This design comes from an exercise in tuning for small area and a short achievable clock period on the open sky130 flow, not from production work.
Where RTL was checked, it was by simulation tests only, not by an equivalence proof against the original.
No functional check of the RTL was part of runs 1 and 2.
Power and IR drop assume default switching activity.

[design.v]
module registor_block(
	input clk_i,
	input rstn_i,
	input acc_en_i,
	input wr_en_i,
	input [2:0] addr_i,
	input [15:0] wdata_i,
	output reg [15:0] rdata_o,
	output [9:0] duty_cycle,
	output [1:0] frequency_selection,
	output [1:0] trigger_selection,
	output [9:0] target_value,
	output clear,
	output SW_trigger,
	input [9:0] actual_counter_value,
	input [9:0] captured_value,
	input tm_running
);
reg [15:0] CTRL0;
reg [15:0] PWM_MODE;
reg [15:0] CNT_TIMER_MODE0;
reg [15:0] CNT_TIMER_MODE1;
wire wr = acc_en_i & wr_en_i;
always @(posedge clk_i or negedge rstn_i) begin
	if(!rstn_i) begin
		CTRL0<=16'd0;
		PWM_MODE<=16'd0;
		CNT_TIMER_MODE0<=16'd0;
		CNT_TIMER_MODE1<=16'd0;
	end else if(wr) begin
		if(addr_i==3'd0) CTRL0<=wdata_i;
		if(addr_i==3'd1) PWM_MODE<=wdata_i;
		if(addr_i==3'd2) CNT_TIMER_MODE0<=wdata_i;
		if(addr_i==3'd3) CNT_TIMER_MODE1<=wdata_i;
	end
end
assign duty_cycle=PWM_MODE[9:0];
assign frequency_selection=PWM_MODE[13:12];
assign trigger_selection=CNT_TIMER_MODE0[5:4];
assign target_value=CNT_TIMER_MODE1[9:0];
assign clear=wdata_i[0] & wr & (addr_i==3'd5);
assign SW_trigger=wdata_i[4] & wr & (addr_i==3'd5);
always @(*) begin
	rdata_o=16'd0;
	if(acc_en_i & ~wr_en_i) begin
		case(addr_i)
			3'd0: rdata_o=CTRL0;
			3'd1: rdata_o=PWM_MODE;
			3'd2: rdata_o=CNT_TIMER_MODE0;
			3'd3: rdata_o=CNT_TIMER_MODE1;
			3'd4: rdata_o={6'd0, actual_counter_value};
			3'd6: rdata_o={3'd0, tm_running, 2'd0, captured_value};
			default: rdata_o=16'd0;
		endcase
	end
end
endmodule
module PWM(
	input clk_i,
	input rstn_i,
	input acc_en_i,
	input [9:0] duty_cycle,
	input [1:0] frequency_selection,
	input [1:0] trigger_selection,
	input [9:0] target_value,
	input clear,
	input SW_trigger,
	output [9:0] actual_counter_value,
	output reg [9:0] captured_value,
	output reg tm_running,
	output reg pwm_out
);
reg [18:0] P;
reg        Z;
reg [13:0] A;
reg [14:0] B;
wire [18:0] pc = Z ? 19'd0 : P + 19'd1;
reg [18:0] fd_m1;
reg [13:0] T;
always @(*) begin
	case(frequency_selection)
		2'b00: begin fd_m1 = 19'd399999; T = {duty_cycle, 4'b0}; end
		2'b01: begin fd_m1 = 19'd199999; T = {1'b0, duty_cycle, 3'b0}; end
		2'b10: begin fd_m1 = 19'd124999; T = {2'b0, duty_cycle, 2'b0} + {4'b0, duty_cycle}; end
		default: begin fd_m1 = 19'd99999; T = {2'b0, duty_cycle, 2'b0}; end
	endcase
end
wire wrap = ~Z & (P >= fd_m1);
wire hit = (pc == {9'd0, target_value});
wire duty_on = (B == 15'd0) ? (A <= T) : (A < T);
wire [15:0] b_add = {1'b0, B} + 16'd1023;
wire b_carry = (b_add >= 16'd25000);
assign actual_counter_value = P[9:0];
always @(posedge clk_i or negedge rstn_i) begin
	if(!rstn_i) begin
		P <= 19'd0;
		Z <= 1'b1;
		A <= 14'd0;
		B <= 15'd1023;
		pwm_out <= 1'b0;
		captured_value <= 10'd0;
		tm_running <= 1'b0;
	end else if(acc_en_i) begin
		pwm_out <= duty_on;
		P <= pc;
		Z <= wrap;
		if(wrap) begin
			A <= 14'd0;
			B <= 15'd1023;
		end else if(duty_on) begin
			if(b_carry) begin
				A <= A + 14'd1;
				B <= b_add - 16'd25000;
			end else begin
				B <= b_add[14:0];
			end
		end
		if(clear)
			captured_value <= 10'd0;
		else if(hit)
			captured_value <= target_value;
		if(SW_trigger || (trigger_selection==2'b01 && hit))
			tm_running <= 1'b1;
		else if(wrap)
			tm_running <= 1'b0;
	end
end
endmodule
module top(
	input clk_i,
	input rstn_i,
	input acc_en_i,
	input wr_en_i,
	input [2:0] addr_i,
	input [15:0] wdata_i,
	input input1_i,
	input input2_i,
	input input3_i,
	input input4_i,
	input input5_i,
	input input6_i,
	input input7_i,
	input input8_i,
	input input9_i,
	input input10_i,
	input input11_i,
	input input12_i,
	input input13_i,
	input input14_i,
	input input15_i,
	output [15:0] rdata_o,
	output output_o
);
	wire [9:0] duty_cycle_w;
	wire [1:0] frequency_selection_w;
	wire [1:0] trigger_selection_w;
	wire [9:0] target_value_w;
	wire clear_w;
	wire SW_trigger_w;
	wire [9:0] actual_counter_value_w;
	wire [9:0] captured_value_w;
	wire tm_running_w;
registor_block registor_block(
	.clk_i(clk_i),
	.rstn_i(rstn_i),
	.acc_en_i(acc_en_i),
	.wr_en_i(wr_en_i),
	.addr_i(addr_i),
	.wdata_i(wdata_i),
	.rdata_o(rdata_o),
	.duty_cycle(duty_cycle_w),
	.frequency_selection(frequency_selection_w),
	.trigger_selection(trigger_selection_w),
	.target_value(target_value_w),
	.clear(clear_w),
	.SW_trigger(SW_trigger_w),
	.actual_counter_value(actual_counter_value_w),
	.captured_value(captured_value_w),
	.tm_running(tm_running_w)
);
PWM PWM(
	.clk_i(clk_i),
	.rstn_i(rstn_i),
	.acc_en_i(acc_en_i),
	.duty_cycle(duty_cycle_w),
	.frequency_selection(frequency_selection_w),
	.trigger_selection(trigger_selection_w),
	.target_value(target_value_w),
	.clear(clear_w),
	.SW_trigger(SW_trigger_w),
	.actual_counter_value(actual_counter_value_w),
	.captured_value(captured_value_w),
	.tm_running(tm_running_w),
	.pwm_out(output_o)
);
endmodule
[run.sh]
#!/bin/bash
# synth_recipe.tcl (not shown) runs the flow's synth.tcl, then flattens the netlist and writes it again
# the make line also repeats each setting of config.mk as NAME=value (left out here)
make -C /OpenROAD-flow-scripts/flow DESIGN_CONFIG=/design/flow/config.mk WORK_HOME=/design/flow/orfs CLKGATE_MAP_FILE= SYNTH_SCRIPT=/design/flow/synth_recipe.tcl finish
[config.mk]
export PLATFORM = sky130hd
export DESIGN_NAME = top
export DESIGN_NICKNAME = top
export VERILOG_FILES = /design/flow/design.v
export SDC_FILE = /design/flow/constraint.sdc
export NUM_CORES = 4
export LEC_CHECK = 0
export CAP_MARGIN = 20
export CORE_MARGIN = 2
export CORE_UTILIZATION = 40
export SLEW_MARGIN = 20
[constraint.sdc]
create_clock -name core_clock -period 25.0 [get_ports {clk_i}]
set_input_delay 5.0000 -clock core_clock [delete_from_list [all_inputs] [get_ports {clk_i}]]
set_output_delay 5.0000 -clock core_clock [all_outputs]
set_load 0.01 [all_outputs]
==> results of run 1 <==
-- cell families after synthesis --
group / Yosys count / share of synthesized area, %
mux: 97 / 13.5
xor+xnor: 43 / 4.32
flops: 125 / 36.1
simple gates: 292 / 17.3
compound gates: 223 / 17.5
buf+inv: 91 / 4.29
fa+ha+maj: 48 / 6.98
-- metal layers --
metal,routed length (µm),global-route usage [%],up-vias
li1,-,-,3430
met1,10700,27.7,3515
met4,456,6.11,0
met3,1100,5.03,42
met5,0,0,-
met2,10800,35.2,176
-- registers in the layout, summed over array words and instances, names as in the netlist --
signal                          flops
registor_block.CNT_TIMER_MODE1     16
registor_block.PWM_MODE            16
PWM.A                              14
PWM.captured_value                 10
registor_block.CTRL0               16
PWM.pwm_out                         1
PWM.tm_running                      1
PWM.Z                               1
PWM.B                              15
registor_block.CNT_TIMER_MODE0     16
PWM.P                              19
-- power groups by stage --
stage | logic [W] | clock network (W) | registers, W
3_3_place_gp | 0.000272 | 0 | 0.000321
4_1_cts | 0.000280 | 0.000269 | 0.000319
2_1_floorplan | 0.000237 | 0 | 0.000283
5_1_grt | 0.000316 | 0.000278 | 0.000328
6_report | 0.000281 | 0.000265 | 0.000320
3_5_place_dp | 0.000278 | 0 | 0.000322
-- cell type report --
cell class,instances,area (µm²)
fill,2069,11700
inverter,36,135
multi-input combinational,703,5230
tap,280,350
clock inverter,15,193
clock buffer,17,425
timing repair buffer,46,443
sequential,125,3140
-- stage by stage --
step,std cells,util [%],area [µm²],total power [W]
after floorplan,919,-,8710,0.000519
after global placement,1190,43.0,9290,0.000593
after detailed placement,1190,43.0,9290,0.000600
after CTS,1222,45.8,9910,0.000868
after global routing,1222,45.9,9920,0.000922
final,1222,45.9,9920,0.000866
-- cell usage in the layout, fill, tap and decap left out, types with 7 or more instances in the layout --
cell type and count:
o21ai_0 64, a31oi_1 9, mux2i_1 20, nand4_1 10, nor4_1 10, nor2_1 73
clkdlybuf4s50_1 37, a211oi_1 8, mux2_2 67, or3_1 9, and3_1 16, nand2_1 80
ha_1 47, inv_8 7, xnor2_1 24, clkbuf_16 17, nand3_1 25, and2_1 7
dfstp_2 11, inv_1 35, o31ai_1 8, a22o_1 12, xor2_1 19, nor3_1 13
a21o_1 7, mux4_2 10, a21oi_1 40, a22oi_1 10, dfrtp_1 114, nor2b_1 11
-- final timing paths --
kind | startpoint | end
max reg2reg | registor_block.PWM_MODE[2] | PWM.A[1]
max in group asynchronous | rstn_i | PWM.captured_value[4]
min | PWM.pwm_out | PWM.pwm_out
max | addr_i[0] | rdata_o[8]
min in group asynchronous | rstn_i | PWM.P[7]
min reg2reg | PWM.pwm_out | PWM.pwm_out
-- critical path, delay by kind of cell --
family	cells	cell delay (ns)
AOI/OAI and AO/OA	3	0.49
buffers and inverters	4	1.64
and+or+nand+nor	2	0.75
==> key figures, run 1 <==
Pwr
  • Int Pwr: ~0.00052 W
  • Leakage: ~4.1 nW
  • Clock power share: 30.7%
  • Sw Share: 39.6%
  • Sw power: 0.000343 W
  • Comb pwr share: approximately a third
  • Maximum vdd drop: 0.0000520 V
  • Flop pwr share: a little under two fifths
  • P per Cell Area: about 87 mW/mm²

Timing
  • Max-slew headroom: 31.3%
  • Fin Hold WS: approximately 0.49 ns
  • RSZ-0062 raised after global routing: no
  • Minimum clock period: 12.88 ns
  • Setup_tns: 0 ns
  • Setup Skew: 0.00988 ns
  • # setup viols final: 0
  • Final period util: 51.5%
  • Setup slack after layout: 12.12 ns
  • Measured slew at the worst slew-check pin: a little over 1 ns
  • Max Clk Rate: 0.0777 GHz
  • Fin. max-slew vios: 0
  • Endpoints failing hold: 0

Setup path
  • Register-to-register setup slack: 19.76 ns
  • WS Path Type: input port to output port
  • Slowest stage delay, CP: about 0.6 ns
  • Startpoint types: input port
  • Kind of end point of the critical path: output port
  • Critical path arrival: 7.88 ns
  • Crit-path cells: clkdlybuf4s50_1 -> buf_4 -> clkinv_1 -> nor2_1 -> a221oi_1 -> a21oi_1 -> a21oi_1 -> nor2_1 -> clkdlybuf4s50_1
  • Critical Path Fanout Max: 16
  • R2R depth: 20
  • Data required time at the worst endpoint: 20.00 ns
  • CP max-delay cell: nor2_1

Floorplan
  • DIE AREA: 0.0230 mm²
  • Die X: 152 µm
  • Die Y: roughly 150 µm
  • Initial core utilization: around two fifths
  • Io pins: 55
  • Core area: around 0.022 mm²
  • # rows: 54

Yosys
  • Sequential-to-total area share from yosys stat: 36.1%
  • Top cells by area, synth: dfrtp_1 (33%), mux2_2 (8.7%), ha_1 (6.7%)
  • Prevailing post-synth register cell: dfrtp_1
  • Syn Nets: 1005
  • Most common cell in the synthesized netlist: dfrtp_1
  • Avg Cell Area, Syn: approximately 9.5 µm²
  • Area of the mapped netlist: 0.00871 mm²
  • Post-synth EDFFs: 0
  • Yosys top cell by area: dfrtp_1
  • Distinct cells, synth: 80
  • Synth Register Bits: between 100 and 150
  • Synth warn: 2
  • Top-area cell type share of the netlist area: 32.7%
  • Post-Syn Instances: 919
  • Share of synthesized registers carrying an async set or reset: 100%
  • Leading cell types by count after synthesis: dfrtp_1 (114), nand2_1 (80), nor2_1 (73), mux2_2 (67), o21ai_0 (64)

Clock network
  • Clock slew at reported path FFs: 0.06 ns
  • CTS Sinks: 125
  • Depth of the CTS H-tree: 4
  • Clk Tree Root Cell: clkbuf_16
  • CTS tree: built
  • # Post-CTS Setup Buffers: 0
  • # resized after CTS: 0
  • Hold_buf cts: 0
  • Largest buffer count on any clock path: 2
  • CTS buffer count: 17
  • Skew-Pair Late Insertion Delay: 0.44 ns

Routing
  • Via density: 5.86
  • Routed WL per cell: about 19 µm
  • WL final: 23100 µm
  • DRC: 0
  • 1st-iter DRT viols: 499
  • Final ANT Viol Nets: 0
  • Drt first pass iters: 5
  • Via count: between 7000 and 8000

Placement
  • Routability Congestion: 0.866
  • Hpwl dp: 15700 µm
  • Port Buf Inserts: 39
  • Pre-CTS setup slack: 12.16 ns

Finish
  • Area grow syn2layout: 13.8%
  • Diode count: 0
  • Share of layout cells above drive strength 1: between 15 and 20%
  • Final nets: about 1000

GRT
  • Overflow after GRT: 0
  • First-pass GRT wire length: roughly 38000 µm
  • Number of global-route vias before repair: 7032
  • Largest net degree at the start of global routing: 84
  • All-Layer GR Usage: between 20% and 30%
  • Initial antenna violation count: 0

Hold path
  • Worst Hold Depth: 1
  • Hold WC Path Type: register to register

Flow run
  • Max Cap Viol: 0

Outcome
  • Outcome: timing/DRC/antenna clean
==> run 2, diff against run 1 <==
--- a/config.mk
+++ b/config.mk
@@ -8,4 +8,7 @@
 export CAP_MARGIN = 20
 export CORE_MARGIN = 2
-export CORE_UTILIZATION = 40
+export CORE_UTILIZATION = 70
+export CTS_BUF_LIST = sky130_fd_sc_hd__clkbuf_4 sky130_fd_sc_hd__clkbuf_8
+export CTS_CLUSTER_DIAMETER = 60
+export CTS_CLUSTER_SIZE = 30
 export SLEW_MARGIN = 20
==> key figures, run 2 <==
Outcome
  • Outcome: timing/DRC/antenna clean (unchanged)

Clock network
  • CTS tree: built (unchanged)
  • Skew-Pair Late Insertion Delay: 0.46 ns (was 0.44 ns)
  • # Post-CTS Setup Buffers: 0 (unchanged)
  • Depth of the CTS H-tree: 4 (unchanged)
  • # resized after CTS: 0 (unchanged)
  • Largest buffer count on any clock path: 2 (unchanged)
  • Clock slew at reported path FFs: 0.09 ns (was 0.06 ns)
  • Clk Tree Root Cell: clkbuf_8 (was clkbuf_16)
  • Hold_buf cts: 0 (unchanged)
  • CTS buffer count: 17 (unchanged)
  • CTS Sinks: 125 (unchanged)

GRT
  • Initial antenna violation count: 0 (unchanged)
  • All-Layer GR Usage: 35.8% (was 21.2%)
  • First-pass GRT wire length: 37500 µm (was 37700 µm)
  • Largest net degree at the start of global routing: 71 (was 84)
  • Overflow after GRT: 0 (unchanged)
  • Number of global-route vias before repair: 7569 (was 7032)

Routing
  • Routed WL per cell: 20.6 µm (was 18.9 µm)
  • Drt first pass iters: 6 (was 5)
  • Final ANT Viol Nets: 0 (unchanged)
  • 1st-iter DRT viols: 789 (was 499)
  • Via density: 6.82 (was 5.86)
  • Via count: 7565 (was 7163)
  • WL final: 22800 µm (was 23100 µm)
  • DRC: 0 (unchanged)

Finish
  • Max reg flops: 19 (unchanged)
  • Diode count: 0 (unchanged)
  • Area grow syn2layout: 9.83% (was 13.8%)
  • Most frequent cells in the layout: dfrtp_1 (114), nand2_1 (80), nor2_1 (73) (unchanged)
  • Most common cell after layout, fill and taps aside: dfrtp_1 (unchanged)
  • Share of layout cells above drive strength 1: 16.5% (was 16.6%)
  • Final nets: 1015 (unchanged)
  • Biggest register: PWM.P (unchanged)

Timing
  • # setup viols final: 0 (unchanged)
  • Fin. max-slew vios: 0 (unchanged)
  • Max Clk Rate: 0.0777 GHz (about the same)
  • Fin Hold WS: 0.500 ns (was 0.485 ns)
  • Minimum clock period: 12.87 ns (was 12.88 ns)
  • Endpoints failing hold: 0 (unchanged)
  • RSZ-0062 raised after global routing: no (unchanged)
  • Measured slew at the worst slew-check pin: 1.11 ns (was 1.03 ns)
  • Final period util: 51.5% (about the same)
  • Max-slew headroom: 26.0% (was 31.3%)
  • Setup_tns: 0 ns (unchanged)
  • Setup Skew: 0.0144 ns (was 0.00988 ns)

Yosys
  • Distinct cells, synth: 80 (unchanged)
  • Share of synthesized registers carrying an async set or reset: 100% (unchanged)
  • Top cells by area, synth: dfrtp_1 (33%), mux2_2 (8.7%), ha_1 (6.7%) (unchanged)
  • Prevailing post-synth register cell: dfrtp_1 (unchanged)
  • Post-synth EDFFs: 0 (unchanged)
  • Syn Nets: 1005 (unchanged)
  • Leading cell types by count after synthesis: dfrtp_1 (114), nand2_1 (80), nor2_1 (73), mux2_2 (67), o21ai_0 (64) (unchanged)
  • Top-area cell type share of the netlist area: 32.7% (unchanged)
  • Area of the mapped netlist: 0.00871 mm² (unchanged)
  • Synth Register Bits: 125 (unchanged)
  • Sequential-to-total area share from yosys stat: 36.1% (unchanged)
  • Post-Syn Instances: 919 (unchanged)
  • Most common cell in the synthesized netlist: dfrtp_1 (unchanged)
  • Yosys top cell by area: dfrtp_1 (unchanged)
  • Synth warn: 2 (unchanged)
  • Avg Cell Area, Syn: 9.48 µm² (unchanged)

Setup path
  • CP max-delay cell: nor2_1 (unchanged)
  • Data required time at the worst endpoint: 20.00 ns (about the same)
  • Critical Path Fanout Max: 16 (unchanged)
  • Crit Reg-Reg Startpoint: registor_block.PWM_MODE[2] (unchanged)
  • R2R Path End: PWM.A[1] (unchanged)
  • CP top delay family: buffers and inverters (unchanged)
  • R2R depth: 20 (unchanged)
  • WS Path Type: input port to output port (unchanged)
  • Crit-path cells: clkdlybuf4s50_1 -> buf_4 -> clkinv_1 -> nor2_1 -> a221oi_1 -> a21oi_1 -> a21oi_1 -> nor2_1 -> clkdlybuf4s50_1 (unchanged)
  • Critical path arrival: 7.87 ns (was 7.88 ns)
  • CP bufs+invs: 4 (unchanged)
  • Kind of end point of the critical path: output port (unchanged)
  • Register-to-register setup slack: 19.79 ns (was 19.76 ns)
  • Slowest stage delay, CP: 0.62 ns (was 0.60 ns)
  • Startpoint types: input port (unchanged)

Floorplan
  • DIE AREA: 0.0134 mm² (was 0.0230 mm²)
  • Die Y: 116 µm (was 152 µm)
  • Initial core utilization: 72.3% (was 40.3%)
  • # rows: 40 (was 54)
  • Io pins: 55 (unchanged)
  • Core area: 0.0121 mm² (was 0.0216 mm²)
  • Die X: 116 µm (was 152 µm)

Flow run
  • Max Cap Viol: 0 (unchanged)

Pwr
  • Int Pwr: 0.000481 W (was 0.000523 W)
  • Sw power: 0.000325 W (was 0.000343 W)
  • Maximum vdd drop: 0.0000634 V (was 0.0000520 V)
  • Sw Share: 40.3% (was 39.6%)
  • P per Cell Area: 84.3 mW/mm² (was 87.3 mW/mm²)
  • Leakage: 4.02 nW (was 4.10 nW)
  • Flop pwr share: 39.8% (was 36.9%)
  • Clock power share: 24.7% (was 30.7%)
  • Comb pwr share: 35.5% (was 32.4%)

Placement
  • Hpwl dp: 15800 µm (was 15700 µm)
  • Routability Congestion: 0.913 (was 0.866)
  • Port Buf Inserts: 39 (unchanged)

Hold path
  • Hold Crit Start: PWM.pwm_out (unchanged)
  • Worst Hold Depth: 1 (unchanged)
  • Hold WC Path Type: register to register (unchanged)
  • Worst hold endpoint: PWM.pwm_out (unchanged)
## run 2: cell types whose count changed in the layout (fill, tap and decap cells not counted)
cell,before,now
clkbuf_16,17,0
clkbuf_8,0,17
clkinv_8,3,0
buf_4,6,8
buf_6,2,0
bufinv_16,1,3
clkinv_2,0,2
inv_6,2,4
inv_8,7,5
a311oi_1,1,2
a311oi_4,2,1
clkinv_4,2,1
## run 2: final cells by class
class                   count  area, µm²
clock buffers              17        234
clock inverters            15        200
fillers                   758       2490
inverters                  36        135
multi-input cells         703       5220
flip-flops and latches    125       3140
well taps                 168        210
repair buffers             46        435
## run 2: routing by layer
metal / share of wire [%] / vias to the layer above / track usage [%]
met5: 0 / - / 0
met4: 4.2 / 0 / 19.4
met3: 8.0 / 95 / 8.47
met2: 49 / 407 / 59.3
met1: 39 / 3647 / 43.6
li1: - / 3416 / -
## run 2: worst register-to-register path: stages, from the launching register on
cell       delay [ns]
dfrtp_1          0.52
ha_1             0.25
inv_1            0.06
fa_1             0.39
nor2b_1          0.12
o21ai_0          0.11
a21boi_0         0.22
o21ai_0          0.13
a21oi_1          0.23
o21ai_0          0.17
nor4b_1          0.18
or3_1            0.36
ha_1             0.29
nand4_1          0.09
or2_2            0.34
a211o_1          0.28
o2111ai_1        0.09
nand2_1          0.55
nand2_1          0.38
nor2_1           0.11
a32o_1           0.22
## run 2: worst max-delay path by stage
stage / from / to / slack [ns] / cells past startpoint
5_1_grt: addr_i[0] / rdata_o[8] / 11.99 / 9
4_1_cts: addr_i[0] / rdata_o[8] / 12.23 / 9
6_report: addr_i[0] / rdata_o[8] / 12.13 / 9
2_1_floorplan: addr_i[1] / rdata_o[0] / 13.68 / 5
3_3_place_gp: addr_i[0] / rdata_o[8] / 12.41 / 9
3_5_place_dp: addr_i[0] / rdata_o[8] / 12.26 / 9
## run 2: kinds of logic after synthesis
| logic type | count (synthesis) | synth area share (%) |
|---|---|---|
| buffers and inverters | 91 | 4.29 |
| xor gates and xnor gates | 43 | 4.32 |
| adders and majority gates | 48 | 6.98 |
| AOI/OAI and AO/OA | 223 | 17.5 |
| and+or+nand+nor | 292 | 17.3 |
| muxes | 97 | 13.5 |
| DFF | 125 | 36.1 |
## run 2: power by group through the flow
stage | sequential [W] | combinational [W] | clock (W)
2_1_floorplan | 0.000283 | 0.000237 | 0
3_3_place_gp | 0.000317 | 0.000264 | 0
3_5_place_dp | 0.000322 | 0.000278 | 0
4_1_cts | 0.000318 | 0.000281 | 0.000199
5_1_grt | 0.000328 | 0.000316 | 0.000209
6_report | 0.000321 | 0.000287 | 0.000199
## run 2: metrics by stage
stage | util [%] | cell area (µm²) | worst slack [ns] | power [W] | instances
floorplan | - | 8710 | 13.68 | 0.000519 | 919
global placement | 75.8 | 9140 | 12.41 | 0.000581 | 1078
detailed placement | 75.8 | 9140 | 12.26 | 0.000600 | 1078
CTS | 79.4 | 9570 | 12.23 | 0.000799 | 1110
global route | 79.4 | 9570 | 11.99 | 0.000853 | 1110
finish | 79.4 | 9570 | 12.13 | 0.000806 | 1110
==> run 3, diff against run 2 <==
--- a/design.v
+++ b/design.v
@@ -71,57 +71,76 @@
 	output reg pwm_out
 );
-reg [18:0] P;
+reg [9:0]  P_lo;
+reg [8:0]  P_hi;
 reg        Z;
 reg [13:0] A;
 reg [14:0] B;
-wire [18:0] pc = Z ? 19'd0 : P + 19'd1;
-reg [18:0] fd_m1;
+wire [18:0] P = {P_hi, P_lo};
+wire en = acc_en_i;
+wire [18:0] p_inc = P + {18'd0, en};
+wire [18:0] p_next = (Z & en) ? 19'd0 : p_inc;
+wire ge400 = P >= 19'd399999;
+wire ge200 = P >= 19'd199999;
+wire ge125 = P >= 19'd124999;
+wire ge100 = P >= 19'd99999;
+wire ge = frequency_selection[1] ? (frequency_selection[0] ? ge100 : ge125)
+                                 : (frequency_selection[0] ? ge200 : ge400);
+wire wrap = ~Z & ge;
+wire hit = Z ? (target_value == 10'd0) : (p_inc == {9'd0, target_value});
+wire [12:0] dc5 = {1'b0, duty_cycle, 2'b0} + {3'b0, duty_cycle};
 reg [13:0] T;
 always @(*) begin
 	case(frequency_selection)
-		2'b00: begin fd_m1 = 19'd399999; T = {duty_cycle, 4'b0}; end
-		2'b01: begin fd_m1 = 19'd199999; T = {1'b0, duty_cycle, 3'b0}; end
-		2'b10: begin fd_m1 = 19'd124999; T = {2'b0, duty_cycle, 2'b0} + {4'b0, duty_cycle}; end
-		default: begin fd_m1 = 19'd99999; T = {2'b0, duty_cycle, 2'b0}; end
+		2'b00: T = {duty_cycle, 4'b0};
+		2'b01: T = {1'b0, duty_cycle, 3'b0};
+		2'b10: T = {1'b0, dc5};
+		default: T = {2'b0, duty_cycle, 2'b0};
 	endcase
 end
-wire wrap = ~Z & (P >= fd_m1);
-wire hit = (pc == {9'd0, target_value});
-wire duty_on = (B == 15'd0) ? (A <= T) : (A < T);
-wire [15:0] b_add = {1'b0, B} + 16'd1023;
-wire b_carry = (b_add >= 16'd25000);
-assign actual_counter_value = P[9:0];
+wire bz = (B == 15'd0);
+wire [14:0] lt;
+assign lt[0] = bz;
+genvar i;
+generate for (i = 0; i < 14; i = i + 1) begin : g_lt
+	assign lt[i+1] = (~A[i] & T[i]) | (~A[i] & lt[i]) | (T[i] & lt[i]);
+end endgenerate
+wire duty_on = Z ? (duty_cycle != 10'd0) : lt[14];
+wire b_carry = (B >= 15'd23977);
+wire [14:0] b_next = B + (b_carry ? 15'd8791 : 15'd1023);
+assign actual_counter_value = P_lo;
 always @(posedge clk_i or negedge rstn_i) begin
 	if(!rstn_i) begin
-		P <= 19'd0;
+		P_lo <= 10'd0;
 		Z <= 1'b1;
-		A <= 14'd0;
-		B <= 15'd1023;
 		pwm_out <= 1'b0;
 		captured_value <= 10'd0;
 		tm_running <= 1'b0;
-	end else if(acc_en_i) begin
-		pwm_out <= duty_on;
-		P <= pc;
-		Z <= wrap;
-		if(wrap) begin
+	end else begin
+		P_lo <= p_next[9:0];
+		if(en) begin
+			Z <= wrap;
+			pwm_out <= duty_on;
+			if(clear)
+				captured_value <= 10'd0;
+			else if(hit)
+				captured_value <= target_value;
+			if(SW_trigger || (trigger_selection==2'b01 && hit))
+				tm_running <= 1'b1;
+			else if(wrap)
+				tm_running <= 1'b0;
+		end
+	end
+end
+always @(posedge clk_i) begin
+	P_hi <= p_next[18:10];
+	if(en) begin
+		if(Z) begin
 			A <= 14'd0;
-			B <= 15'd1023;
+			B <= duty_on ? 15'd2046 : 15'd1023;
 		end else if(duty_on) begin
-			if(b_carry) begin
+			B <= b_next;
+			if(b_carry)
 				A <= A + 14'd1;
-				B <= b_add - 16'd25000;
-			end else begin
-				B <= b_add[14:0];
-			end
 		end
-		if(clear)
-			captured_value <= 10'd0;
-		else if(hit)
-			captured_value <= target_value;
-		if(SW_trigger || (trigger_selection==2'b01 && hit))
-			tm_running <= 1'b1;
-		else if(wrap)
-			tm_running <= 1'b0;
 	end
 end
==> key figures, run 3 <==
Outcome
  • Outcome: timing/DRC/antenna clean (unchanged)

Timing
  • # setup viols final: 0 (unchanged)
  • Fin. max-slew vios: 0 (unchanged)
  • Measured slew at the worst slew-check pin: 1.03 ns (was 1.11 ns)
  • Setup Skew: 0.0140 ns (was 0.0144 ns)
  • Max Clk Rate: 0.0779 GHz (was 0.0777 GHz)
  • Minimum clock period: 12.83 ns (was 12.87 ns)
  • Endpoints failing hold: 0 (unchanged)
  • Setup_tns: 0 ns (unchanged)
  • Final period util: 51.3% (was 51.5%)
  • Max-slew headroom: 31.1% (was 26.0%)
  • RSZ-0062 raised after global routing: no (unchanged)

Yosys
  • XOR/XNOR Fraction of Synth Area: 5.46% (was 4.32%)
  • Adder-cell share of the synthesized area: 3.66% (was 6.98%)
  • Share of synthesized registers carrying an async set or reset: 69.6% (was 100%)
  • Synth warn: 2 (unchanged)
  • Top-area cell type share of the netlist area: 27.4% (was 32.7%)
  • Most common cell in the synthesized netlist: dfrtp_1 (unchanged)
  • Leading cell types by count after synthesis: dfrtp_1 (86), mux2_2 (76), nor2_1 (70), clkbuf_1 (35), nand2_1 (34) (was dfrtp_1 (114), nand2_1 (80), nor2_1 (73), mux2_2 (67), o21ai_0 (64))
  • Simple-gate share of the synthesized area: 17.9% (was 17.3%)
  • Yosys top cell by area: dfrtp_1 (unchanged)
  • Syn Nets: 824 (was 1005)
  • Distinct cells, synth: 79 (was 80)
  • Synth Register Bits: 125 (unchanged)
  • Compound-Gate Fraction of Synth Area: 13.4% (was 17.5%)
  • Sequential-to-total area share from yosys stat: 41.1% (was 36.1%)
  • Post-synthesis mux area share: 15.6% (was 13.5%)
  • Top cells by area, synth: dfrtp_1 (27%), edfxtp_1 (11%), mux2_2 (11%) (was dfrtp_1 (33%), mux2_2 (8.7%), ha_1 (6.7%))
  • Avg Cell Area, Syn: 10.3 µm² (was 9.48 µm²)
  • Prevailing post-synth register cell: dfrtp_1 (unchanged)
  • Post-synth EDFFs: 29 (was 0)
  • Area of the mapped netlist: 0.00786 mm² (was 0.00871 mm²)
  • Largest family of logic cells by synthesized area: simple AND/OR/NAND/NOR gates (was compound AO/OA/AOI/OAI gates)
  • Post-Syn Instances: 766 (was 919)

Placement
  • Routability Congestion: 0.908 (was 0.913)
  • Port Buf Inserts: 39 (unchanged)
  • Hpwl dp: 13200 µm (was 15800 µm)
  • DP Cell Count: 909 (was 1078)

Setup path
  • CP bufs+invs: 3 (was 4)
  • Kind of end point of the critical path: output port (unchanged)
  • Crit-path cells: clkdlybuf4s50_1 -> clkinv_1 -> nor2_1 -> a221oi_1 -> a211oi_1 -> clkdlybuf4s50_1 (was clkdlybuf4s50_1 -> buf_4 -> clkinv_1 -> nor2_1 -> a221oi_1 -> a21oi_1 -> a21oi_1 -> nor2_1 -> clkdlybuf4s50_1)
  • Critical Path Fanout Max: 14 (was 16)
  • R2R depth: 11 (was 20)
  • Data required time at the worst endpoint: 20.00 ns (about the same)
  • Startpoint types: input port (unchanged)
  • CP top delay family: buffers and inverters (unchanged)
  • Worst path depth: 6 (was 9)
  • Slowest stage delay, CP: 0.85 ns (was 0.62 ns)
  • WS Path Type: input port to output port (unchanged)
  • Most used cell, CP: clkdlybuf4s50_1
  • CP max-delay cell: clkdlybuf4s50_1 (was nor2_1)
  • Critical path arrival: 7.83 ns (was 7.87 ns)

GRT
  • Initial antenna violation count: 0 (unchanged)
  • Overflow after GRT: 0 (unchanged)
  • All-Layer GR Usage: 34.0% (was 35.8%)
  • Number of global-route vias before repair: 6293 (was 7569)
  • First-pass GRT wire length: 31300 µm (was 37500 µm)
  • Largest net degree at the start of global routing: 88 (was 71)

Clock network
  • Clock slew at reported path FFs: 0.07 ns (was 0.09 ns)
  • # resized after CTS: 0 (unchanged)
  • Skew-Pair Late Insertion Delay: 0.46 ns (about the same)
  • Depth of the CTS H-tree: 4 (unchanged)
  • Largest buffer count on any clock path: 2 (unchanged)
  • Hold_buf cts: 0 (unchanged)
  • # Post-CTS Setup Buffers: 0 (unchanged)
  • CTS buffer count: 17 (unchanged)
  • CTS Sinks: 125 (unchanged)
  • Clk Tree Root Cell: clkbuf_8 (unchanged)
  • CTS tree: built (unchanged)

Finish
  • Final nets: 846 (was 1015)
  • Area grow syn2layout: 10.8% (was 9.83%)
  • Most frequent cells in the layout: dfrtp_1 (86), mux2_2 (76), nor2_1 (70) (was dfrtp_1 (114), nand2_1 (80), nor2_1 (73))
  • Most common cell after layout, fill and taps aside: dfrtp_1 (unchanged)
  • Share of layout cells above drive strength 1: 18.0% (was 16.5%)
  • Diode count: 0 (unchanged)
  • Finished Layout Cells: 939 (was 1110)

Routing
  • 1st-iter DRT viols: 676 (was 789)
  • Routed WL per cell: 20.6 µm (about the same)
  • DRC: 0 (unchanged)
  • WL final: 19300 µm (was 22800 µm)
  • Drt first pass iters: 6 (unchanged)
  • Via count: 6398 (was 7565)
  • Via density: 6.81 (was 6.82)
  • Final ANT Viol Nets: 0 (unchanged)

Floorplan
  • Initial core utilization: 72.2% (was 72.3%)
  • DIE AREA: 0.0121 mm² (was 0.0134 mm²)
  • # rows: 38 (was 40)
  • Io pins: 55 (unchanged)
  • Die Y: 110 µm (was 116 µm)
  • Die X: 110 µm (was 116 µm)
  • Core area: 0.0109 mm² (was 0.0121 mm²)

Hold path
  • Hold WC Path Type: register to register (unchanged)
  • Worst Hold Depth: 1 (unchanged)

Pwr
  • P per Cell Area: 90.3 mW/mm² (was 84.3 mW/mm²)
  • Maximum vdd drop: 0.0000716 V (was 0.0000634 V)
  • Leakage: 3.47 nW (was 4.02 nW)

Flow run
  • Max Cap Viol: 0 (unchanged)
-- run 3: metrics by stage --
stage | setup slack (ns) | total power (W) | cell area [µm²] | hold WS (ns) | utilization (%)
floorplan | 13.45 | 0.000523 | 7860 | 0.457 | -
global placement | 12.33 | 0.000583 | 8320 | 0.477 | 76.4
detailed placement | 12.30 | 0.000600 | 8320 | 0.483 | 76.4
CTS | 12.27 | 0.000782 | 8700 | 0.505 | 79.9
global route | 12.05 | 0.000830 | 8710 | 0.518 | 80.0
finish | 12.17 | 0.000786 | 8710 | 0.509 | 80.0
-- run 3: worst reg2reg max path, stage by stage, from the launching register on --
cell	delay, ns
dfrtp_1	0.52
ha_1	0.31
fa_1	0.42
a21o_1	0.20
a311o_1	0.45
a2111o_1	0.45
o311ai_0	0.14
o2111ai_1	0.23
o311ai_0	0.36
nor2_1	0.16
a21oi_1	0.15
buf_4	0.25
-- run 3: worst paths after layout --
path	slack (ns)	startpoint	to
setup / recovery	12.17	addr_i[2]	rdata_o[4]
max in group asynchronous	19.87	rstn_i	registor_block.CTRL0[5]
hold / removal	0.51	registor_block.CTRL0[9]	registor_block.CTRL0[9]
min in group asynchronous	4.56	rstn_i	PWM.P_lo[4]
setup reg to reg	21.05	registor_block.PWM_MODE[0]	PWM.B[7]
hold reg to reg	0.51	registor_block.CTRL0[9]	registor_block.CTRL0[9]
-- run 3: per-layer routing --
layer	GRT usage (%)	part of all wire (%)	wire (µm)	vias up
met2	55.0	49	9440	278
met4	15.5	3.4	659	0
met3	8.00	6.5	1250	61
met1	43.6	41	7990	3146
li1	-	-	-	2913
met5	0	0	0	-
-- run 3: final cells by class --
cell class / count / area, µm²
clock buffers: 21 / 277
clock inverters: 9 / 111
inverters: 17 / 63.8
well taps: 140 / 175
repair buffers: 47 / 447
flip-flops and latches: 125 / 3230
multi-input cells: 580 / 4410
fillers: 658 / 2180
-- run 3: cells by family after synthesis --
kind of cell    count (synthesis)
simple gates                  260
compound gates                149
mux                            99
flops                         125
xor+xnor                       49
buf+inv                        61
fa+ha+maj                      23
-- run 3: power by group --
| part | total, W | switching [W] | internal (W) |
|---|---|---|---|
| Clock | 0.000181 | 0.0000853 | 0.0000954 |
| Sequential | 0.000326 | 0.0000597 | 0.000267 |
| Combinational | 0.000279 | 0.000146 | 0.000133 |
==> run 4, diff against run 3 <==
--- a/design.v
+++ b/design.v
@@ -41,17 +41,15 @@
 assign clear=wdata_i[0] & wr & (addr_i==3'd5);
 assign SW_trigger=wdata_i[4] & wr & (addr_i==3'd5);
+wire rd = acc_en_i & ~wr_en_i;
+wire s0 = rd & (addr_i == 3'd0);
+wire s1 = rd & (addr_i == 3'd1);
+wire s2 = rd & (addr_i == 3'd2);
+wire s3 = rd & (addr_i == 3'd3);
+wire s4 = rd & (addr_i == 3'd4);
+wire s6 = rd & (addr_i == 3'd6);
 always @(*) begin
-	rdata_o=16'd0;
-	if(acc_en_i & ~wr_en_i) begin
-		case(addr_i)
-			3'd0: rdata_o=CTRL0;
-			3'd1: rdata_o=PWM_MODE;
-			3'd2: rdata_o=CNT_TIMER_MODE0;
-			3'd3: rdata_o=CNT_TIMER_MODE1;
-			3'd4: rdata_o={6'd0, actual_counter_value};
-			3'd6: rdata_o={3'd0, tm_running, 2'd0, captured_value};
-			default: rdata_o=16'd0;
-		endcase
-	end
+	rdata_o = ({16{s0}} & CTRL0) | ({16{s1}} & PWM_MODE) | ({16{s2}} & CNT_TIMER_MODE0)
+	        | ({16{s3}} & CNT_TIMER_MODE1) | ({16{s4}} & {6'd0, actual_counter_value})
+	        | ({16{s6}} & {3'd0, tm_running, 2'd0, captured_value});
 end
 endmodule
@@ -71,4 +69,46 @@
 	output reg pwm_out
 );
+function [18:0] inc19(input [18:0] a, input cin);
+	integer i; reg c;
+	begin
+		c = cin;
+		for (i = 0; i < 19; i = i + 1) begin inc19[i] = a[i] ^ c; c = a[i] & c; end
+	end
+endfunction
+function [13:0] inc14(input [13:0] a, input cin);
+	integer i; reg c;
+	begin
+		c = cin;
+		for (i = 0; i < 14; i = i + 1) begin inc14[i] = a[i] ^ c; c = a[i] & c; end
+	end
+endfunction
+function [14:0] add15(input [14:0] a, input [14:0] b);
+	integer i; reg c;
+	begin
+		c = 1'b0;
+		for (i = 0; i < 15; i = i + 1) begin
+			add15[i] = a[i] ^ b[i] ^ c;
+			c = (a[i] & b[i]) | (a[i] & c) | (b[i] & c);
+		end
+	end
+endfunction
+function [12:0] add13(input [12:0] a, input [12:0] b);
+	integer i; reg c;
+	begin
+		c = 1'b0;
+		for (i = 0; i < 13; i = i + 1) begin
+			add13[i] = a[i] ^ b[i] ^ c;
+			c = (a[i] & b[i]) | (a[i] & c) | (b[i] & c);
+		end
+	end
+endfunction
+function lt14(input [13:0] a, input [13:0] b, input cin);
+	integer i; reg c;
+	begin
+		c = cin;
+		for (i = 0; i < 14; i = i + 1) c = (~a[i] & b[i]) | (~a[i] & c) | (b[i] & c);
+		lt14 = c;
+	end
+endfunction
 reg [9:0]  P_lo;
 reg [8:0]  P_hi;
@@ -78,5 +118,5 @@
 wire [18:0] P = {P_hi, P_lo};
 wire en = acc_en_i;
-wire [18:0] p_inc = P + {18'd0, en};
+wire [18:0] p_inc = inc19(P, en);
 wire [18:0] p_next = (Z & en) ? 19'd0 : p_inc;
 wire ge400 = P >= 19'd399999;
@@ -88,5 +128,5 @@
 wire wrap = ~Z & ge;
 wire hit = Z ? (target_value == 10'd0) : (p_inc == {9'd0, target_value});
-wire [12:0] dc5 = {1'b0, duty_cycle, 2'b0} + {3'b0, duty_cycle};
+wire [12:0] dc5 = add13({1'b0, duty_cycle, 2'b0}, {3'b0, duty_cycle});
 reg [13:0] T;
 always @(*) begin
@@ -99,13 +139,11 @@
 end
 wire bz = (B == 15'd0);
-wire [14:0] lt;
-assign lt[0] = bz;
-genvar i;
-generate for (i = 0; i < 14; i = i + 1) begin : g_lt
-	assign lt[i+1] = (~A[i] & T[i]) | (~A[i] & lt[i]) | (T[i] & lt[i]);
-end endgenerate
-wire duty_on = Z ? (duty_cycle != 10'd0) : lt[14];
+wire duty_on = Z ? (duty_cycle != 10'd0) : lt14(A, T, bz);
+wire go = en & ~Z & duty_on;
+wire ld = en & Z;
 wire b_carry = (B >= 15'd23977);
-wire [14:0] b_next = B + (b_carry ? 15'd8791 : 15'd1023);
+wire [14:0] b_step = go ? (b_carry ? 15'd8791 : 15'd1023) : 15'd0;
+wire [14:0] b_sum = add15(B, b_step);
+wire [13:0] a_sum = inc14(A, go & b_carry);
 assign actual_counter_value = P_lo;
 always @(posedge clk_i or negedge rstn_i) begin
@@ -134,14 +172,6 @@
 always @(posedge clk_i) begin
 	P_hi <= p_next[18:10];
-	if(en) begin
-		if(Z) begin
-			A <= 14'd0;
-			B <= duty_on ? 15'd2046 : 15'd1023;
-		end else if(duty_on) begin
-			B <= b_next;
-			if(b_carry)
-				A <= A + 14'd1;
-		end
-	end
+	A <= ld ? 14'd0 : a_sum;
+	B <= ld ? (duty_on ? 15'd2046 : 15'd1023) : b_sum;
 end
 endmodule
==> flow/run.sh (new file) <==
#!/bin/bash
# Layout flow: the standard ORFS flow, with port buffers of a plain buffer
# cell, a clock tree without dummy loads, and timing repair aimed at a larger
# setup margin. Clock period and constraints are the standard flow's own.
set -euo pipefail
W=$(pwd)
bash standard.sh \
  "BUFFER_PORTS_ARGS=-buffer_cell sky130_fd_sc_hd__buf_2" \
  "CTS_ARGS=-sink_clustering_enable -repair_clock_nets -dont_use_dummy_load -sink_clustering_size 30 -sink_clustering_max_diameter 60 -buf_list {sky130_fd_sc_hd__clkbuf_4 sky130_fd_sc_hd__clkbuf_8}" \
  finish > "$W/flow_make.log" 2>&1
==> standard.sh (new file) <==
#!/bin/bash
# synth_recipe.tcl (not shown) runs the flow's synth.tcl, then flattens the netlist and writes it again
# the make line also repeats each setting of config.mk as NAME=value (left out here)
make -C /OpenROAD-flow-scripts/flow DESIGN_CONFIG=/design/flow/config.mk WORK_HOME=/design/flow/orfs CLKGATE_MAP_FILE= SYNTH_SCRIPT=/design/flow/synth_recipe.tcl "${@:-finish}"
removed: run.sh
==> key figures, run 4 <==
Floorplan
  • Io pins: 55 (unchanged)
  • DIE AREA: 0.0106 mm² (was 0.0121 mm²)
  • Initial core utilization: 70.8% (was 72.2%)
  • # rows: 36 (was 38)
  • Die Y: 103 µm (was 110 µm)
  • Die X: 103 µm (was 110 µm)
  • Core area: 0.00964 mm² (was 0.0109 mm²)

Yosys
  • Sequential-to-total area share from yosys stat: 43.0% (was 41.1%)
  • Share of synthesized registers carrying an async set or reset: 69.6% (unchanged)
  • Top-area cell type share of the netlist area: 31.5% (was 27.4%)
  • Prevailing post-synth register cell: dfrtp_1 (unchanged)
  • Synth Register Bits: 125 (unchanged)
  • Post-Syn Instances: 621 (was 766)
  • Most common cell in the synthesized netlist: dfrtp_1 (unchanged)
  • Top cells by area, synth: dfrtp_1 (32%), dfxtp_1 (11%), mux2_2 (9.2%) (was dfrtp_1 (27%), edfxtp_1 (11%), mux2_2 (11%))
  • Synth warn: 2 (unchanged)
  • Area of the mapped netlist: 0.00683 mm² (was 0.00786 mm²)
  • Leading cell types by count after synthesis: dfrtp_1 (86), mux2_2 (56), a22oi_1 (44), ha_1 (40), dfxtp_1 (38) (was dfrtp_1 (86), mux2_2 (76), nor2_1 (70), clkbuf_1 (35), nand2_1 (34))
  • Yosys top cell by area: dfrtp_1 (unchanged)
  • Avg Cell Area, Syn: 11.0 µm² (was 10.3 µm²)
  • Post-synth EDFFs: 0 (was 29)
  • Syn Nets: 715 (was 824)
  • Distinct cells, synth: 62 (was 79)

GRT
  • Largest net degree at the start of global routing: 88 (unchanged)
  • First-pass GRT wire length: 25300 µm (was 31300 µm)
  • Number of global-route vias before repair: 5066 (was 6293)
  • All-Layer GR Usage: 31.9% (was 34.0%)
  • Overflow after GRT: 0 (unchanged)
  • Initial antenna violation count: 0 (unchanged)

Placement
  • Routability Congestion: 0.897 (was 0.908)
  • Port Buf Inserts: 39 (unchanged)
  • Hpwl dp: 11000 µm (was 13200 µm)

Clock network
  • Skew-Pair Late Insertion Delay: 0.45 ns (was 0.46 ns)
  • Depth of the CTS H-tree: 4 (unchanged)
  • # resized after CTS: 0 (unchanged)
  • CTS Sinks: 125 (unchanged)
  • Hold_buf cts: 0 (unchanged)
  • CTS tree: built (unchanged)
  • # Post-CTS Setup Buffers: 0 (unchanged)
  • CTS buffer count: 17 (unchanged)
  • Clk Tree Root Cell: clkbuf_8 (unchanged)
  • Largest buffer count on any clock path: 2 (unchanged)
  • Clock slew at reported path FFs: 0.06 ns (was 0.07 ns)

Finish
  • Area grow syn2layout: 7.97% (was 10.8%)
  • Most common cell after layout, fill and taps aside: dfrtp_1 (unchanged)
  • Diode count: 0 (unchanged)
  • Final nets: 751 (was 846)
  • Util after Layout: 76.5% (was 80.0%)
  • Most frequent cells in the layout: dfrtp_1 (86), mux2_2 (56), a22oi_1 (44) (was dfrtp_1 (86), mux2_2 (76), nor2_1 (70))
  • Share of layout cells above drive strength 1: 21.5% (was 18.0%)

Routing
  • Via density: 6.52 (was 6.81)
  • Via count: 5138 (was 6398)
  • DRC: 0 (unchanged)
  • Drt first pass iters: 8 (was 6)
  • WL final: 15600 µm (was 19300 µm)
  • Final ANT Viol Nets: 0 (unchanged)
  • Routed WL per cell: 19.9 µm (was 20.6 µm)
  • 1st-iter DRT viols: 393 (was 676)

Pwr
  • Leakage: 3.34 nW (was 3.47 nW)
  • Maximum vdd drop: 0.0000538 V (was 0.0000716 V)
  • P per Cell Area: 90.6 mW/mm² (was 90.3 mW/mm²)

Timing
  • Endpoints failing hold: 0 (unchanged)
  • Final period util: 49.8% (was 51.3%)
  • Setup Skew: 0.0268 ns (was 0.0140 ns)
  • # setup viols final: 0 (unchanged)
  • Max-slew headroom: 36.7% (was 31.1%)
  • RSZ-0062 raised after global routing: no (unchanged)
  • Setup_tns: 0 ns (unchanged)
  • Measured slew at the worst slew-check pin: 0.943 ns (was 1.03 ns)
  • Minimum clock period: 12.44 ns (was 12.83 ns)
  • Max Clk Rate: 0.0804 GHz (was 0.0779 GHz)
  • Fin Hold WS: 0.510 ns (was 0.509 ns)
  • Fin. max-slew vios: 0 (unchanged)

Setup path
  • Startpoint types: input port (unchanged)
  • WS Path Type: input port to output port (unchanged)
  • Data required time at the worst endpoint: 20.00 ns (about the same)
  • Critical Path Fanout Max: 22 (was 14)
  • Kind of end point of the critical path: output port (unchanged)
  • Register-to-register setup slack: 14.94 ns (was 21.05 ns)
  • Critical path arrival: 7.44 ns (was 7.83 ns)

Flow run
  • Max Cap Viol: 0 (unchanged)

Outcome
  • Outcome: timing/DRC/antenna clean (unchanged)

Hold path
  • Hold WC Path Type: register to register (unchanged)
run 4: metal layers:
metal	part of all wire [%]	vias to the layer above	wire, µm	global-route usage, %
met3	6.2	33	976	9.08
met4	2.9	0	450	12.7
met2	49	199	7680	50.7
li1	-	2349	-	-
met1	42	2557	6540	41.9
met5	0	-	0	0
run 4: final timing paths:
| kind | start | to | depth (start not counted) |
|---|---|---|---|
| max | acc_en_i | rdata_o[1] | 7 |
| min | registor_block.CTRL0[10] | registor_block.CTRL0[10] | 1 |
| max reg2reg | registor_block.PWM_MODE[0] | PWM.B[14] | 34 |
| min reg2reg | registor_block.CTRL0[10] | registor_block.CTRL0[10] | 1 |
| max in group asynchronous | rstn_i | PWM.P_lo[5] | 1 |
| min in group asynchronous | rstn_i | registor_block.CNT_TIMER_MODE1[10] | 1 |
run 4: report_power, final:
part	internal (W)	switching, W
clock	0.0000595	0.0000660
combinational	0.000117	0.000113
sequential	0.000257	0.0000552
run 4: critical path, cell delays in order:
cell     delay, ns
buf_2         0.42
inv_2         0.25
or3_1         0.51
nor3b_4       0.70
a22oi_1       0.24
nand3_1       0.16
buf_2         0.14
run 4: cell type report:
class                           count  area, µm²
Sequential cell                   125       2940
Tap cell                          133        166
Clock buffer                       17        234
Fill cell                         701       2270
Timing Repair Buffer               44        239
Multi-Input combinational cell    442       3690
Inverter                           27        101
run 4: cells by family (layout without fill, tap and decap cells):
kind of cell,count (synthesis),after routing,share of synthesized area [%]
compound gates,134,134,13.7
xor+xnor,14,14,1.80
fa+ha+maj,57,57,12.2
buf+inv,54,88,3.37
flops,125,125,43.0
mux,69,69,12.2
simple gates,168,168,13.7
run 4: through the flow:
| step | worst slack (ns) | total power [W] | cell area (µm²) | std cells |
|---|---|---|---|---|
| 4_1_cts | 12.28 | 0.000670 | 7350 | 788 |
| 2_1_floorplan | 13.67 | 0.000481 | 6830 | 621 |
| 3_5_place_dp | 12.29 | 0.000544 | 7120 | 771 |
| 3_3_place_gp | 12.38 | 0.000526 | 7110 | 771 |
| 5_1_grt | 12.50 | 0.000717 | 7370 | 788 |
| 6_report | 12.56 | 0.000668 | 7370 | 788 |
==> run 5, diff against run 4 <==
--- a/flow/run.sh
+++ b/flow/run.sh
@@ -7,4 +7,5 @@
 bash standard.sh \
   "BUFFER_PORTS_ARGS=-buffer_cell sky130_fd_sc_hd__buf_2" \
-  "CTS_ARGS=-sink_clustering_enable -repair_clock_nets -dont_use_dummy_load -sink_clustering_size 30 -sink_clustering_max_diameter 60 -buf_list {sky130_fd_sc_hd__clkbuf_4 sky130_fd_sc_hd__clkbuf_8}" \
+  "SETUP_SLACK_MARGIN=14" \
+  "CTS_ARGS=-sink_clustering_enable -repair_clock_nets -dont_use_dummy_load -sink_clustering_size 50 -sink_clustering_max_diameter 200 -buf_list {sky130_fd_sc_hd__clkbuf_4 sky130_fd_sc_hd__clkbuf_8}" \
   finish > "$W/flow_make.log" 2>&1
==> key figures, run 5 <==
GRT
  • Number of global-route vias before repair: 5349 (was 5066)
  • Initial antenna violation count: 0 (unchanged)
  • All-Layer GR Usage: 34.2% (was 31.9%)
  • First-pass GRT wire length: 26900 µm (was 25300 µm)
  • Overflow after GRT: 0 (unchanged)
  • Largest net degree at the start of global routing: 88 (unchanged)

Pwr
  • Sw power: 0.000245 W (was 0.000234 W)
  • Leakage: 3.54 nW (was 3.34 nW)
  • Sw Share: 35.8% (was 35.1%)
  • Maximum vdd drop: 0.0000593 V (was 0.0000538 V)
  • Clock power share: 18.6% (was 18.8%)
  • P per Cell Area: 87.0 mW/mm² (was 90.6 mW/mm²)
  • Comb pwr share: 35.0% (was 34.5%)
  • Flop pwr share: 46.4% (was 46.8%)
  • Int Pwr: 0.000439 W (was 0.000434 W)

Timing
  • Measured slew at the worst slew-check pin: 0.989 ns (was 0.943 ns)
  • RSZ-0062 raised after global routing: yes (was no)
  • Max-slew headroom: 33.7% (was 36.7%)
  • # setup viols final: 0 (unchanged)
  • Final period util: 45.6% (was 49.8%)
  • Setup_tns: 0 ns (unchanged)
  • Endpoints failing hold: 0 (unchanged)
  • Minimum clock period: 11.41 ns (was 12.44 ns)
  • Setup Skew: 0.0236 ns (was 0.0268 ns)
  • Max Clk Rate: 0.0877 GHz (was 0.0804 GHz)
  • Fin. max-slew vios: 0 (unchanged)

Setup path
  • CP bufs+invs: 4 (was 3)
  • WS Path Type: input port to output port (unchanged)
  • Data required time at the worst endpoint: 20.00 ns (about the same)
  • CP max-delay cell: nor3b_2 (was nor3b_4)
  • CP top delay family: simple AND/OR/NAND/NOR gates (unchanged)
  • Critical Path Fanout Max: 5 (was 22)
  • Slowest stage delay, CP: 0.30 ns (was 0.70 ns)
  • Crit-path cells: buf_8 -> buf_4 -> nor2_2 -> nand2_2 -> nor3b_2 -> clkbuf_4 -> a22oi_1 -> nand3_2 -> buf_6 (was buf_2 -> inv_2 -> or3_1 -> nor3b_4 -> a22oi_1 -> nand3_1 -> buf_2)
  • Kind of end point of the critical path: output port (unchanged)
  • Startpoint types: input port (unchanged)
  • Critical path arrival: 6.41 ns (was 7.44 ns)

Yosys
  • Post-Syn Instances: 621 (unchanged)
  • Sequential-to-total area share from yosys stat: 43.0% (unchanged)
  • Avg Cell Area, Syn: 11.0 µm² (unchanged)
  • Prevailing post-synth register cell: dfrtp_1 (unchanged)
  • Distinct cells, synth: 62 (unchanged)
  • Post-synth EDFFs: 0 (unchanged)
  • Top cells by area, synth: dfrtp_1 (32%), dfxtp_1 (11%), mux2_2 (9.2%) (unchanged)
  • Most common cell in the synthesized netlist: dfrtp_1 (unchanged)
  • Share of synthesized registers carrying an async set or reset: 69.6% (unchanged)
  • Top-area cell type share of the netlist area: 31.5% (unchanged)
  • Synth warn: 2 (unchanged)
  • Syn Nets: 715 (unchanged)
  • Synth Register Bits: 125 (unchanged)
  • Area of the mapped netlist: 0.00683 mm² (unchanged)
  • Leading cell types by count after synthesis: dfrtp_1 (86), mux2_2 (56), a22oi_1 (44), ha_1 (40), dfxtp_1 (38) (unchanged)
  • Yosys top cell by area: dfrtp_1 (unchanged)

Finish
  • Design Area, Final: 0.00786 mm² (was 0.00737 mm²)
  • Diode count: 0 (unchanged)
  • Share of layout cells above drive strength 1: 28.0% (was 21.5%)
  • Most frequent cells in the layout: dfrtp_1 (86), mux2_2 (56), ha_1 (40) (was dfrtp_1 (86), mux2_2 (56), a22oi_1 (44))
  • Filler Cell Count: 598 (was 701)
  • Most common cell after layout, fill and taps aside: dfrtp_1 (unchanged)
  • Final nets: 767 (was 751)
  • Area grow syn2layout: 15.1% (was 7.97%)

Flow run
  • Max Cap Viol: 0 (unchanged)

Floorplan
  • Io pins: 55 (unchanged)
  • Initial core utilization: 70.8% (unchanged)
  • Core area: 0.00964 mm² (unchanged)
  • Die X: 103 µm (unchanged)
  • Die Y: 103 µm (unchanged)
  • DIE AREA: 0.0106 mm² (unchanged)
  • # rows: 36 (unchanged)

Routing
  • Via count: 5263 (was 5138)
  • 1st-iter DRT viols: 305 (was 393)
  • Final ANT Viol Nets: 0 (unchanged)
  • Routed WL per cell: 21.4 µm (was 19.9 µm)
  • DRC: 0 (unchanged)
  • WL final: 17200 µm (was 15600 µm)
  • Drt first pass iters: 5 (was 8)
  • Via density: 6.55 (was 6.52)

Clock network
  • CTS tree: built (unchanged)
  • Clk Tree Root Cell: clkbuf_8 (unchanged)
  • Clock slew at reported path FFs: 0.07 ns (was 0.06 ns)
  • CTS Sinks: 125 (unchanged)
  • Hold_buf cts: 0 (unchanged)
  • Depth of the CTS H-tree: 4 (unchanged)
  • Largest buffer count on any clock path: 2 (unchanged)
  • Skew-Pair Late Insertion Delay: 0.44 ns (was 0.45 ns)
  • CTS buffer count: 17 (unchanged)

Placement
  • Hpwl dp: 10800 µm (was 11000 µm)
  • Area of placed instances: 0.00720 mm² (was 0.00712 mm²)
  • Port Buf Inserts: 39 (unchanged)
  • Routability Congestion: 0.884 (was 0.897)

Hold path
  • Hold WC Path Type: register to register (unchanged)

Outcome
  • Outcome: timing/DRC/antenna clean (unchanged)
==> run 5: cell counts after synthesis <==
No cell type changed its count.
==> run 5: cell families (layout without fill, tap and decap cells) <==
logic type	Yosys count	count (layout)	synth area share, %
AND/OR/NAND/NOR	168	168	13.7
AO/OA/AOI/OAI	134	134	13.7
XOR/XNOR	14	14	1.80
multiplexers	69	69	12.2
flip-flops	125	125	43.0
buffers and inverters	54	104	3.37
adder cells (fa/ha/maj)	57	57	12.2
==> run 5: what timing repair did <==
action | CTS | global route
endpoints found under the hold margin | 0 | 0
endpoints found under the setup margin | 16 | 17
gates cloned | 2 | 1
pin swaps | 13 | 12
resized for setup | 33 | 15
setup buffers | 11 | 2
==> run 5: path summary, 6_finish.rpt <==
kind	startpoint	to	slack, ns	depth (start not counted)
max	wr_en_i	rdata_o[0]	13.59	9
max in group asynchronous	rstn_i	registor_block.PWM_MODE[1]	19.85	1
min reg2reg	registor_block.CTRL0[9]	registor_block.CTRL0[9]	0.51	1
max reg2reg	registor_block.PWM_MODE[0]	PWM.B[14]	15.09	34
min	registor_block.CTRL0[9]	registor_block.CTRL0[9]	0.51	1
min in group asynchronous	rstn_i	registor_block.PWM_MODE[10]	4.60	1
==> run 5: worst reg2reg max path, delay by kind of cell, from the launching register on <==
family | cells | cell delay, ns
buf+inv | 2 | 0.11
xor+xnor | 1 | 0.17
fa+ha+maj | 24 | 7.65
compound gates | 5 | 0.89
mux | 2 | 0.37
flops | 1 | 0.58
==> run 5: per-layer routing <==
layer  part of all wire [%]  GRT usage [%]  wire [µm]  vias to the layer above
met4                    3.7           15.1        633                        0
met3                    7.2           9.97       1240                       62
met5                      0              0          0                        -
li1                       -              -          -                     2382
met1                     40           41.9       6860                     2611
met2                     49           56.8       8500                      208
==> run 5: layout make-up <==
| cell class | count | area (µm²) | share of cell area [%] |
|---|---|---|---|
| Sequential cell | 125 | 2940 | 37.4 |
| Multi-Input combinational cell | 442 | 3850 | 49.0 |
| Timing Repair Buffer | 60 | 554 | 7.05 |
| Clock buffer | 17 | 234 | 2.98 |
| Inverter | 27 | 114 | 1.45 |
| Tap cell | 133 | 166 | 2.12 |
==> run 5: metrics by stage <==
stage	hold slack, ns	util [%]	setup WS, ns	total power, W	std cells
after global placement	0.487	74.7	12.73	0.000528	771
after floorplan	0.480	-	13.82	0.000483	621
after CTS	0.511	80.5	13.65	0.000675	801
final	0.513	81.5	13.59	0.000683	804
after global routing	0.533	81.5	13.57	0.000734	804
after detailed placement	0.496	74.7	12.65	0.000543	771
==> run 5: power by group through the flow <==
stage / Clock, W / Sequential, W / Combinational [W]
global placement: 0 / 0.000313 / 0.000216
CTS: 0.000127 / 0.000314 / 0.000234
floorplan: 0 / 0.000296 / 0.000187
global route: 0.000136 / 0.000325 / 0.000272
finish: 0.000127 / 0.000317 / 0.000239
detailed placement: 0 / 0.000316 / 0.000227
==> run 6, diff against run 5 <==
==> run.sh (new file) <==
#!/bin/bash
# synth_recipe.tcl (not shown) runs the flow's synth.tcl, then flattens the netlist and writes it again
# the make line also repeats each setting of config.mk as NAME=value (left out here)
make -C /OpenROAD-flow-scripts/flow DESIGN_CONFIG=/design/flow/config.mk WORK_HOME=/design/flow/orfs CLKGATE_MAP_FILE= SYNTH_SCRIPT=/design/flow/synth_recipe.tcl finish
removed: flow/run.sh
removed: standard.sh
==> key figures, run 6 <==
Yosys
  • Yosys top cell by area: dfrtp_1 (unchanged)
  • Post-Syn Instances: 621 (unchanged)
  • Top cells by area, synth: dfrtp_1 (32%), dfxtp_1 (11%), mux2_2 (9.2%) (unchanged)
  • Syn Nets: 715 (unchanged)
  • Area of the mapped netlist: 0.00683 mm² (unchanged)
  • Distinct cells, synth: 62 (unchanged)
  • Leading cell types by count after synthesis: dfrtp_1 (86), mux2_2 (56), a22oi_1 (44), ha_1 (40), dfxtp_1 (38) (unchanged)
  • Most common cell in the synthesized netlist: dfrtp_1 (unchanged)
  • Synth warn: 2 (unchanged)
  • Prevailing post-synth register cell: dfrtp_1 (unchanged)
  • Avg Cell Area, Syn: 11.0 µm² (unchanged)
  • Synth Register Bits: 125 (unchanged)
  • Share of synthesized registers carrying an async set or reset: 69.6% (unchanged)
  • Post-synth EDFFs: 0 (unchanged)
  • Top-area cell type share of the netlist area: 31.5% (unchanged)
  • Sequential-to-total area share from yosys stat: 43.0% (unchanged)

Timing
  • Fin Hold WS: 0.511 ns (was 0.513 ns)
  • Final period util: 52.4% (was 45.6%)
  • Setup slack after layout: 11.89 ns (was 13.59 ns)
  • Endpoints failing hold: 0 (unchanged)
  • Max Clk Rate: 0.0763 GHz (was 0.0877 GHz)
  • Setup Skew: 0.0131 ns (was 0.0236 ns)
  • Measured slew at the worst slew-check pin: 0.961 ns (was 0.989 ns)
  • RSZ-0062 raised after global routing: no (was yes)
  • Setup_tns: 0 ns (unchanged)
  • Minimum clock period: 13.11 ns (was 11.41 ns)
  • Fin. max-slew vios: 0 (unchanged)
  • Max-slew headroom: 35.5% (was 33.7%)
  • # setup viols final: 0 (unchanged)

Clock network
  • Skew-Pair Late Insertion Delay: 0.46 ns (was 0.44 ns)
  • Clock slew at reported path FFs: 0.07 ns (about the same)
  • CTS tree: built (unchanged)
  • CTS Sinks: 125 (unchanged)
  • CTS buffer count: 17 (unchanged)
  • # resized after CTS: 0 (was 33)
  • Depth of the CTS H-tree: 4 (unchanged)
  • Clk Tree Root Cell: clkbuf_8 (unchanged)
  • # Post-CTS Setup Buffers: 0 (was 11)
  • Hold_buf cts: 0 (unchanged)
  • Largest buffer count on any clock path: 2 (unchanged)

Setup path
  • R2R Path End: PWM.B[14] (unchanged)
  • Startpoint types: input port (unchanged)
  • Crit-path cells: clkdlybuf4s50_1 -> buf_4 -> inv_2 -> or3_1 -> nor3b_4 -> a22oi_1 -> nand3_1 -> clkdlybuf4s50_1 (was buf_8 -> buf_4 -> nor2_2 -> nand2_2 -> nor3b_2 -> clkbuf_4 -> a22oi_1 -> nand3_2 -> buf_6)
  • Critical Path Fanout Max: 22 (was 5)
  • Kind of end point of the critical path: output port (unchanged)
  • Most used cell, CP: clkdlybuf4s50_1
  • Crit Reg-Reg Startpoint: registor_block.PWM_MODE[0] (unchanged)
  • CP bufs+invs: 4 (unchanged)
  • Slowest stage delay, CP: 0.69 ns (was 0.30 ns)
  • Data required time at the worst endpoint: 20.00 ns (about the same)
  • Register-to-register setup slack: 14.98 ns (was 15.09 ns)
  • CP top delay family: buffers and inverters (was simple AND/OR/NAND/NOR gates)
  • WS Path Type: input port to output port (unchanged)
  • Critical path arrival: 8.11 ns (was 6.41 ns)
  • CP max-delay cell: nor3b_4 (was nor3b_2)
  • R2R depth: 34 (unchanged)

Finish
  • Finished Layout Cells: 803 (was 804)
  • Share of layout cells above drive strength 1: 17.6% (was 28.0%)
  • Diode count: 0 (unchanged)
  • Util after Layout: 80.6% (was 81.5%)
  • Register area: 0.00294 mm² (unchanged)
  • Most common cell after layout, fill and taps aside: dfrtp_1 (unchanged)
  • Final nets: 751 (was 767)
  • Area grow syn2layout: 13.8% (was 15.1%)
  • Area occupied by multi-input gates: 0.00370 mm² (was 0.00385 mm²)
  • Most frequent cells in the layout: dfrtp_1 (86), mux2_2 (56), a22oi_1 (44) (was dfrtp_1 (86), mux2_2 (56), ha_1 (40))
  • Filler Cell Count: 635 (was 598)

Routing
  • 1st-iter DRT viols: 348 (was 305)
  • Via density: 6.46 (was 6.55)
  • Routed WL per cell: 20.0 µm (was 21.4 µm)
  • Final ANT Viol Nets: 0 (unchanged)
  • Via count: 5184 (was 5263)
  • WL final: 16000 µm (was 17200 µm)
  • Drt first pass iters: 5 (unchanged)
  • DRC: 0 (unchanged)

Outcome
  • Outcome: timing/DRC/antenna clean (unchanged)

Placement
  • Routability Congestion: 0.893 (was 0.884)
  • Pre-CTS setup slack: 11.67 ns (was 12.65 ns)
  • DP Cell Count: 771 (unchanged)
  • Port Buf Inserts: 39 (unchanged)
  • Hpwl dp: 11300 µm (was 10800 µm)

GRT
  • All-Layer GR Usage: 32.7% (was 34.2%)
  • Initial antenna violation count: 0 (unchanged)
  • Overflow after GRT: 0 (unchanged)
  • Number of global-route vias before repair: 5237 (was 5349)
  • First-pass GRT wire length: 25900 µm (was 26900 µm)
  • Largest net degree at the start of global routing: 88 (unchanged)

Floorplan
  • # rows: 36 (unchanged)
  • Initial core utilization: 70.8% (unchanged)
  • Io pins: 55 (unchanged)
  • DIE AREA: 0.0106 mm² (unchanged)
  • Die X: 103 µm (unchanged)
  • Die Y: 103 µm (unchanged)
  • Core area: 0.00964 mm² (unchanged)

Pwr
  • Maximum vdd drop: 0.0000693 V (was 0.0000593 V)
  • P per Cell Area: 95.6 mW/mm² (was 87.0 mW/mm²)
  • Leakage: 3.38 nW (was 3.54 nW)

Hold path
  • Worst Hold Depth: 1 (unchanged)
  • Worst hold endpoint: registor_block.CTRL0[0] (was registor_block.CTRL0[9])
  • Hold Crit Start: registor_block.CTRL0[0] (was registor_block.CTRL0[9])
  • Hold WC Path Type: register to register (unchanged)

Flow run
  • Max Cap Viol: 0 (unchanged)
run 6: how the worst max path moves through the flow:
stage | to | slack [ns] | depth (start not counted) | startpoint
after global placement | rdata_o[12] | 11.67 | 8 | acc_en_i
final | rdata_o[12] | 11.89 | 8 | acc_en_i
after floorplan | rdata_o[1] | 13.67 | 6 | addr_i[2]
after global routing | rdata_o[12] | 11.79 | 8 | acc_en_i
after CTS | rdata_o[12] | 11.66 | 8 | acc_en_i
after detailed placement | rdata_o[12] | 11.67 | 8 | acc_en_i
run 6: final cells by class:
cell class	count	area share, %
Tap cell	133	2.14
Inverter	27	1.30
Timing Repair Buffer	44	5.52
Clock buffer	20	3.54
Multi-Input combinational cell	442	47.6
Clock inverter	12	2.08
Sequential cell	125	37.8
run 6: report_power, final:
part           internal, W  switching [W]  total (W)
logic             0.000121       0.000117   0.000238
registers         0.000257      0.0000567   0.000313
clock network     0.000107      0.0000849   0.000192
run 6: per-stage QoR:
stage	power [W]	instance area (µm²)
after floorplan	0.000481	6830
after global placement	0.000531	7300
after detailed placement	0.000548	7310
after CTS	0.000742	7750
after global routing	0.000792	7770
final	0.000743	7770
run 6: per-layer routing:
layer,track usage (%),routed length (µm)
met4,12.3,355
met5,0,0
met3,7.86,877
met1,41.7,6590
met2,54.5,8210
run 6: kinds of logic after synthesis:
group	Yosys count	share of synthesized area (%)
AND/OR/NAND/NOR	168	13.7
AO/OA/AOI/OAI	134	13.7
flip-flops	125	43.0
multiplexers	69	12.2
adder cells (fa/ha/maj)	57	12.2
buffers and inverters	54	3.37
XOR/XNOR	14	1.80
run 6: worst register-to-register path, delay by kind of cell, from the launching register on:
family          cells  cell delay (ns)
compound gates      5             1.02
xor+xnor            1             0.17
mux                 2             0.38
buf+inv             2             0.12
flops               1             0.55
fa+ha+maj          24             7.70

Setup slack of run 6, layout unchanged: 11.889 ns with ideal ports, 11.865 ns with driving cells assumed (clock clkbuf_16, inputs buf_2), 11.865 ns with port delays also shifted by the 0.487 ns mid clock arrival.
